Background: an optimization exercise with open tools, aiming at small area, a short achievable clock period and few clock cycles per item. Do not read the settings as production practice.
In this exercise RTL edits were held to simulation tests only and were not proved equivalent to the original.

Setup of run 1:
## ascon_p_serial_multiround
module ascon_p_serial_multiround     
     #(parameter BW = 64) (
         input clk,
         input rstn,
         input en,                        
         input en_inc,                    
         input [2:0] slice_idx,           
         input [BW-1:0] slice_in,         
         output reg [BW-1:0] slice_out,   
         output done                      
     );
Size: roughly 390 flip-flops, ~140 I/O pins, roughly 28000 µm² of cells after synthesis.
export LEC_CHECK = 0
export CAP_MARGIN = 20
export CORE_MARGIN = 2
export CORE_UTILIZATION = 50
export PLACE_DENSITY = 0.72
export SETUP_SLACK_MARGIN = 1.9
export SLEW_MARGIN = 60
export SYNTH_HIERARCHICAL = 1
export SYNTH_MINIMUM_KEEP_SIZE = 0
create_clock -name core_clock -period 4.2 [get_ports {clk}]
standard.sh (not shown) runs the stock make flow with config.mk's settings and CLKGATE_MAP_FILE= SYNTH_SCRIPT=/design/flow/synth_recipe.tcl, a recipe that flattens the netlist after the stock synthesis.
==> flow/flow/run.sh <==
#!/bin/bash
# Layout flow: the standard ORFS flow (standard.sh, all steps from
# synthesis to the final DEF), with two changes:
#  - the port buffers are plain sky130_fd_sc_hd__buf_2 cells instead of the
#    delay buffers buffer_ports picks by default;
#  - after ORFS's global route step has repaired timing, flow/post_grt.tcl
#    runs a second setup repair pass (hook POST_GLOBAL_ROUTE_TCL).
# Everything ORFS prints goes to run_standard.log here; each ORFS step also
# keeps its own log under orfs/logs/.
set -euo pipefail
here=$(pwd)
export BUFFER_PORTS_ARGS="-buffer_cell sky130_fd_sc_hd__buf_2"
export POST_GLOBAL_ROUTE_TCL="$here/flow/post_grt.tcl"
bash standard.sh > run_standard.log 2>&1
==> flow/flow/post_grt.tcl <==
# Hook run by ORFS at the end of its global route step (POST_GLOBAL_ROUTE_TCL):
# a second setup repair on global-route parasitics, without buffer removal,
# then the same legalisation and incremental global route ORFS runs after
# its own repair.
puts "extra setup repair after global route"
estimate_parasitics -global_routing
report_worst_slack -max
repair_timing -setup -setup_margin $::env(SETUP_SLACK_MARGIN) \
  -sequence "sizeup,swap,buffer,clone,split" -match_cell_footprint -verbose
global_route -start_incremental
detailed_placement
global_route -end_incremental
estimate_parasitics -global_routing
report_worst_slack -max
report_design_area
Run 1: full flow OK, the timing, design-rule and antenna checks passed
Testbench counts of run 1, summed over its fixed seeds: cycles 6,576, items 384.
What run 2 does differently from run 1 at the input level:
Settings: an added CTS_CLUSTER_SIZE of 20; an added CTS_BUF_LIST of sky130_fd_sc_hd__clkbuf_16; an added CTS_CLUSTER_DIAMETER of 60.
==> flow/flow/run.sh <==
#!/bin/bash
# Layout flow: the standard ORFS flow (standard.sh, all steps from
# synthesis to the final DEF), with the port buffers made of plain
# sky130_fd_sc_hd__buf_2 cells instead of the delay buffers buffer_ports
# picks by default. Everything ORFS prints goes to run_standard.log here;
# each ORFS step also keeps its own log under orfs/logs/.
set -euo pipefail
export BUFFER_PORTS_ARGS="-buffer_cell sky130_fd_sc_hd__buf_2"
bash standard.sh > run_standard.log 2>&1
removed: flow/flow/post_grt.tcl
==> notes.md <==
- Summary of run 2 over run 1: post-route worst hold slack held; cell area went down 210 µm².
- Status: proportion of final cell area spent on non-clock buffers parity (run 1, run 2)
- | clock slew at the register clock pins of the worst setup and hold paths | run 1 vs run 2 | ≈ equal |
- The lower wire length came out of run 2.
- Summary of run 2 over run 1: layout overhead on the synthesized area went down 0.77 points; fraction of standard cell area in multi-input logic went up 0.20 points.
- Delta (run 2 minus run 1): global-route wire length before repair down 0.31%; count of placed standard cells in the final layout, fillers left out flat.
Input changes introduced in run 3 (baseline for comparison: run 2):
Settings: changing CORE_UTILIZATION from 50 to 55; changing CTS_BUF_LIST from sky130_fd_sc_hd__clkbuf_16 to sky130_fd_sc_hd__clkbuf_8; changing SLEW_MARGIN from 60 to 20; removing CTS_CLUSTER_DIAMETER (formerly 60); removing PLACE_DENSITY (formerly 0.72); changing CTS_CLUSTER_SIZE from 20 to 24.
==> flow/run.sh (new file) <==
#!/bin/bash
# synth_recipe.tcl (not shown) runs the flow's synth.tcl, then flattens the netlist and writes it again
# the make line also repeats each setting of config.mk as NAME=value (left out here)
make -C /OpenROAD-flow-scripts/flow DESIGN_CONFIG=/design/flow/config.mk WORK_HOME=/design/flow/orfs CLKGATE_MAP_FILE= SYNTH_SCRIPT=/design/flow/synth_recipe.tcl finish
removed: flow/flow/run.sh
removed: flow/standard.sh
[summary]
- Run 3: all stages complete, timing, DRC and antenna checks passed
- Run comparison: run 2 capturing element of the worst setup path x0[7]; run 3 capturing element of the worst setup path x1[37]
- For run 2, the launch point of the critical path was x3[35], unlike run 3, where it was x1[34].
- Run 3 against run 2: highest achievable clock rate now smaller.
Modified inputs, run 4 compared to run 3
Settings: CTS_BUF_LIST no longer set, was sky130_fd_sc_hd__clkbuf_8; CTS_CLUSTER_SIZE no longer set, was 24; SETUP_SLACK_MARGIN no longer set, was 1.9; CORE_UTILIZATION now 60, was 55.
--- outcome ---
- Number of diodes added for antenna fixing: run 3 and run 4 compared, lower one is run 4
- Run 4 vs. run 3: via count of the first global-routing pass moved down, area growth from synthesis to final layout fell 8.7 points, number of cells in the finished layout apart from fillers went down.
- Where wire length is concerned, run 3 is outperformed by run 4.
- Compared with run 3, run 4 shows a higher fraction of area in registers.
- Hold slack: run 4 higher than run 3
- When run 4 is measured against run 3, its minimum clock period after layout turns out 670 ps higher.
- Run 3 fits on a die that is larger than the die of run 4.

ascon_p_serial_multiround again, from the RTL that the note above started with.
==> flow/design.v (excerpt) <==
module ascon_p_serial_multiround     
     #(parameter BW = 64) (
         input clk,
         input rstn,
         input en,                        
         input en_inc,                    
         input [2:0] slice_idx,           
         input [BW-1:0] slice_in,         
         output reg [BW-1:0] slice_out,   
         output done                      
     );
    reg  [BW-1:0] x0, x1, x2, x3, x4;
    wire [3:0]    round;
    wire [3:0]    knext;
    wire          adv;
    round_counter round_ctr (
        .clk(clk), .rstn(rstn), .en(en), .inc(en_inc),
        .dout(round), .done(done), .adv(adv), .knext(knext)
    );
    wire [7:0] kadd = {knext, knext};     
    wire [BW-1:0] d0, d1, d2, d3, d4n;    
    genvar i;
    generate
        for (i = 0; i < BW; i = i + 1) begin : g_sbox
            wire b0, b2, t0n, t2n, c0, c1, c2n, c3, e4, b4;
            ascon_xor  XB0(.a(x0[i]), .b(x4[i]), .y(b0));
            ascon_orn  T2 (.a(x3[i]), .b(x4[i]), .y(t2n));           
            if (i >= 4 && i < 8) begin : g_inv
                ascon_xnor XB2(.a(x2[i]), .b(x1[i]), .y(b2));
                ascon_or   T0 (.a(x1[i]), .b(x2[i]), .y(t0n));       
                ascon_c1i  C1 (.x1(x1[i]), .x2n(x2[i]), .x3(x3[i]), .y(c1));
            end else begin : g_pos
                ascon_xor  XB2(.a(x2[i]), .b(x1[i]), .y(b2));
                ascon_orn  T0 (.a(x1[i]), .b(x2[i]), .y(t0n));       
                ascon_c1   C1 (.x1(x1[i]), .x2(x2[i]), .x3(x3[i]), .y(c1));
            end
            ascon_xnor XC0(.a(b0), .b(t0n), .y(c0));                 
            ascon_xor  XC2(.a(b2), .b(t2n), .y(c2n));                
            ascon_c3   C3 (.x0(x0[i]), .x3(x3[i]), .x4(x4[i]), .y(c3));
            ascon_xnor XE4(.a(x3[i]), .b(x0[i]), .y(e4));
            ascon_xor  XB4(.a(x4[i]), .b(x3[i]), .y(b4));
            ascon_muxi C4 (.s(x1[i]), .a(e4), .b(b4), .y(d4n[i]));   
            ascon_xnor XD0(.a(c0), .b(d4n[i]), .y(d0[i]));           
  ...
==> flow/config.mk <==
export PLATFORM = sky130hd
export DESIGN_NAME = ascon_p_serial_multiround
export DESIGN_NICKNAME = ascon_p_serial_multiround
export VERILOG_FILES = /design/flow/design.v
export SDC_FILE = /design/flow/constraint.sdc
export NUM_CORES = 4
export LEC_CHECK = 0
export CAP_MARGIN = 20
export CORE_MARGIN = 2
export CORE_UTILIZATION = 50
export CTS_BUF_LIST = sky130_fd_sc_hd__clkbuf_16
export CTS_CLUSTER_DIAMETER = 85
export CTS_CLUSTER_SIZE = 25
export PLACE_DENSITY = 0.72
export SETUP_SLACK_MARGIN = 1.8
export SLEW_MARGIN = 60
export SYNTH_HIERARCHICAL = 1
export SYNTH_MINIMUM_KEEP_SIZE = 0
==> flow/constraint.sdc <==
create_clock -name core_clock -period 4.2 [get_ports {clk}]
set_input_delay 0.8400 -clock core_clock [delete_from_list [all_inputs] [get_ports {clk}]]
set_output_delay 0.8400 -clock core_clock [all_outputs]
set_load 0.01 [all_outputs]
==> flow/flow/run.sh <==
#!/bin/bash
# Layout flow: the standard ORFS flow (standard.sh, all steps from
# synthesis to the final DEF), with two changes:
#  - the port buffers are plain sky130_fd_sc_hd__buf_2 cells instead of the
#    delay buffers buffer_ports picks by default;
#  - before global placement the state flip-flops are resized from dfxtp_1
#    to dfxtp_2 (flow/upsize_state_ff.tcl, ORFS hook PRE_GLOBAL_PLACE_TCL).
# Everything ORFS prints goes to run_standard.log here; each ORFS step also
# keeps its own log under orfs/logs/.
set -euo pipefail
here=$(pwd)
export BUFFER_PORTS_ARGS="-buffer_cell sky130_fd_sc_hd__buf_2"
export PRE_GLOBAL_PLACE_TCL="$here/flow/upsize_state_ff.tcl"
bash standard.sh > run_standard.log 2>&1
==> flow/flow/upsize_state_ff.tcl <==
# Hook run by ORFS at the start of its global placement step
# (PRE_GLOBAL_PLACE_TCL): the state flip-flops x0..x4 each drive the S-box of
# their bit slice as well as the read and hold logic, so they start as
# sky130_fd_sc_hd__dfxtp_2 instead of dfxtp_1 (same cell type, stronger drive).
set n 0
foreach inst [get_cells -filter "ref_name == sky130_fd_sc_hd__dfxtp_1"] {
  if {[string match {x[0-4]*} [get_full_name $inst]]} {
    replace_cell $inst sky130_fd_sc_hd__dfxtp_2
    incr n
  }
}
puts "state flip-flops resized to dfxtp_2: $n"
Testbench counts at the start, summed over its fixed seeds: cycles 6,576, items 384.
Then changed:
==> flow/flow/run.sh (replaced) <==
#!/bin/bash
# Layout flow: the standard ORFS flow (standard.sh, all steps from
# synthesis to the final DEF), with the port buffers made of plain
# sky130_fd_sc_hd__buf_2 cells instead of the delay buffers buffer_ports
# picks by default. Everything ORFS prints goes to run_standard.log here;
# each ORFS step also keeps its own log under orfs/logs/.
set -euo pipefail
export BUFFER_PORTS_ARGS="-buffer_cell sky130_fd_sc_hd__buf_2"
bash standard.sh > run_standard.log 2>&1
Settings changed: CTS_BUF_LIST sky130_fd_sc_hd__clkbuf_16 to default, CTS_CLUSTER_DIAMETER 85 to default, CTS_CLUSTER_SIZE 25 to default, SETUP_SLACK_MARGIN 1.8 to 2.1.
removed: flow/flow/upsize_state_ff.tcl
=> Area after synthesis stays the same. Cell count came out higher by 3.8%. Core utilization came out higher by 6.2 points. Clock-buffer cell count came out higher by 42.
Then changed:
==> flow/run.sh (new file) <==
#!/bin/bash
# synth_recipe.tcl (not shown) runs the flow's synth.tcl, then flattens the netlist and writes it again
# the make line also repeats each setting of config.mk as NAME=value (left out here)
make -C /OpenROAD-flow-scripts/flow DESIGN_CONFIG=/design/flow/config.mk WORK_HOME=/design/flow/orfs CLKGATE_MAP_FILE= SYNTH_SCRIPT=/design/flow/synth_recipe.tcl finish
Settings changed: CORE_UTILIZATION 50 to 65, PLACE_DENSITY 0.72 to default, SETUP_SLACK_MARGIN 2.1 to 2.2, SLEW_MARGIN 60 to 20.
removed: flow/flow/run.sh
removed: flow/standard.sh
Effect:
- The new run aborted during global routing
- synthesized area stays the same
- synthesized cell count is unchanged
Then changed:
==> flow/flow/run.sh (new file) <==
#!/bin/bash
# Layout flow: the standard ORFS flow (standard.sh, all steps from
# synthesis to the final DEF), with the port buffers made of plain
# sky130_fd_sc_hd__buf_2 cells instead of the delay buffers buffer_ports
# picks by default. Everything ORFS prints goes to run_standard.log here;
# each ORFS step also keeps its own log under orfs/logs/.
set -euo pipefail
export BUFFER_PORTS_ARGS="-buffer_cell sky130_fd_sc_hd__buf_2"
bash standard.sh > run_standard.log 2>&1
==> flow/standard.sh (new file) <==
#!/bin/bash
# synth_recipe.tcl (not shown) runs the flow's synth.tcl, then flattens the netlist and writes it again
# the make line also repeats each setting of config.mk as NAME=value (left out here)
make -C /OpenROAD-flow-scripts/flow DESIGN_CONFIG=/design/flow/config.mk WORK_HOME=/design/flow/orfs CLKGATE_MAP_FILE= SYNTH_SCRIPT=/design/flow/synth_recipe.tcl "${@:-finish}"
Settings changed: CORE_UTILIZATION 65 to 50, CTS_BUF_LIST from default to sky130_fd_sc_hd__clkbuf_16, CTS_CLUSTER_DIAMETER from default to 85, CTS_CLUSTER_SIZE from default to 25, PLACE_DENSITY from default to 0.72, SETUP_SLACK_MARGIN 2.2 to 2.05, SLEW_MARGIN 20 to 60.
removed: flow/run.sh
Effect: This time the run finished clean. Synthesized cell count is unchanged. Area after synthesis stays the same.

[port drivers added, routing unchanged]
How much do the figures lean on ideal ports? The routed layouts below were timed once more, with nothing changed but the port constraints.
Step 1: set_driving_cell puts a clkbuf_16 on clk and a buf_2 on each other input, an assumption about the parent block.
Step 2 also shifts input and output timing later by t, the mid clock arrival at the registers, as if the neighbouring blocks saw the same clock.
a / b / c = ideal / step 1 / step 2; a / b = the first two.
run	t, ns	setup WS [ns]	slew at the worst register clock pin (ns)
run 1	0.667	1.770 / 1.770 / 1.401	0.06 / 0.06
run 2	0.663	1.823 / 1.823 / 1.424	0.08 / 0.08
run 3	0.724	1.735 / 1.735 / 1.229	0.06 / 0.06
run 4	0.653	1.061 / 1.061 / 0.753	0.06 / 0.06
the first run of note 2	0.684	1.771 / 1.771 / 1.294	0.11 / 0.11
the second run of note 2	0.669	1.932 / 1.932 / 1.521	0.06 / 0.06
the fourth run of note 2	0.671	1.913 / 1.913 / 1.525	0.11 / 0.11
After both steps every run listed still meets setup and hold. The setup slack of run 3, which loses most, moves by 0.000 ns with the drivers and by -0.506 ns with both steps.
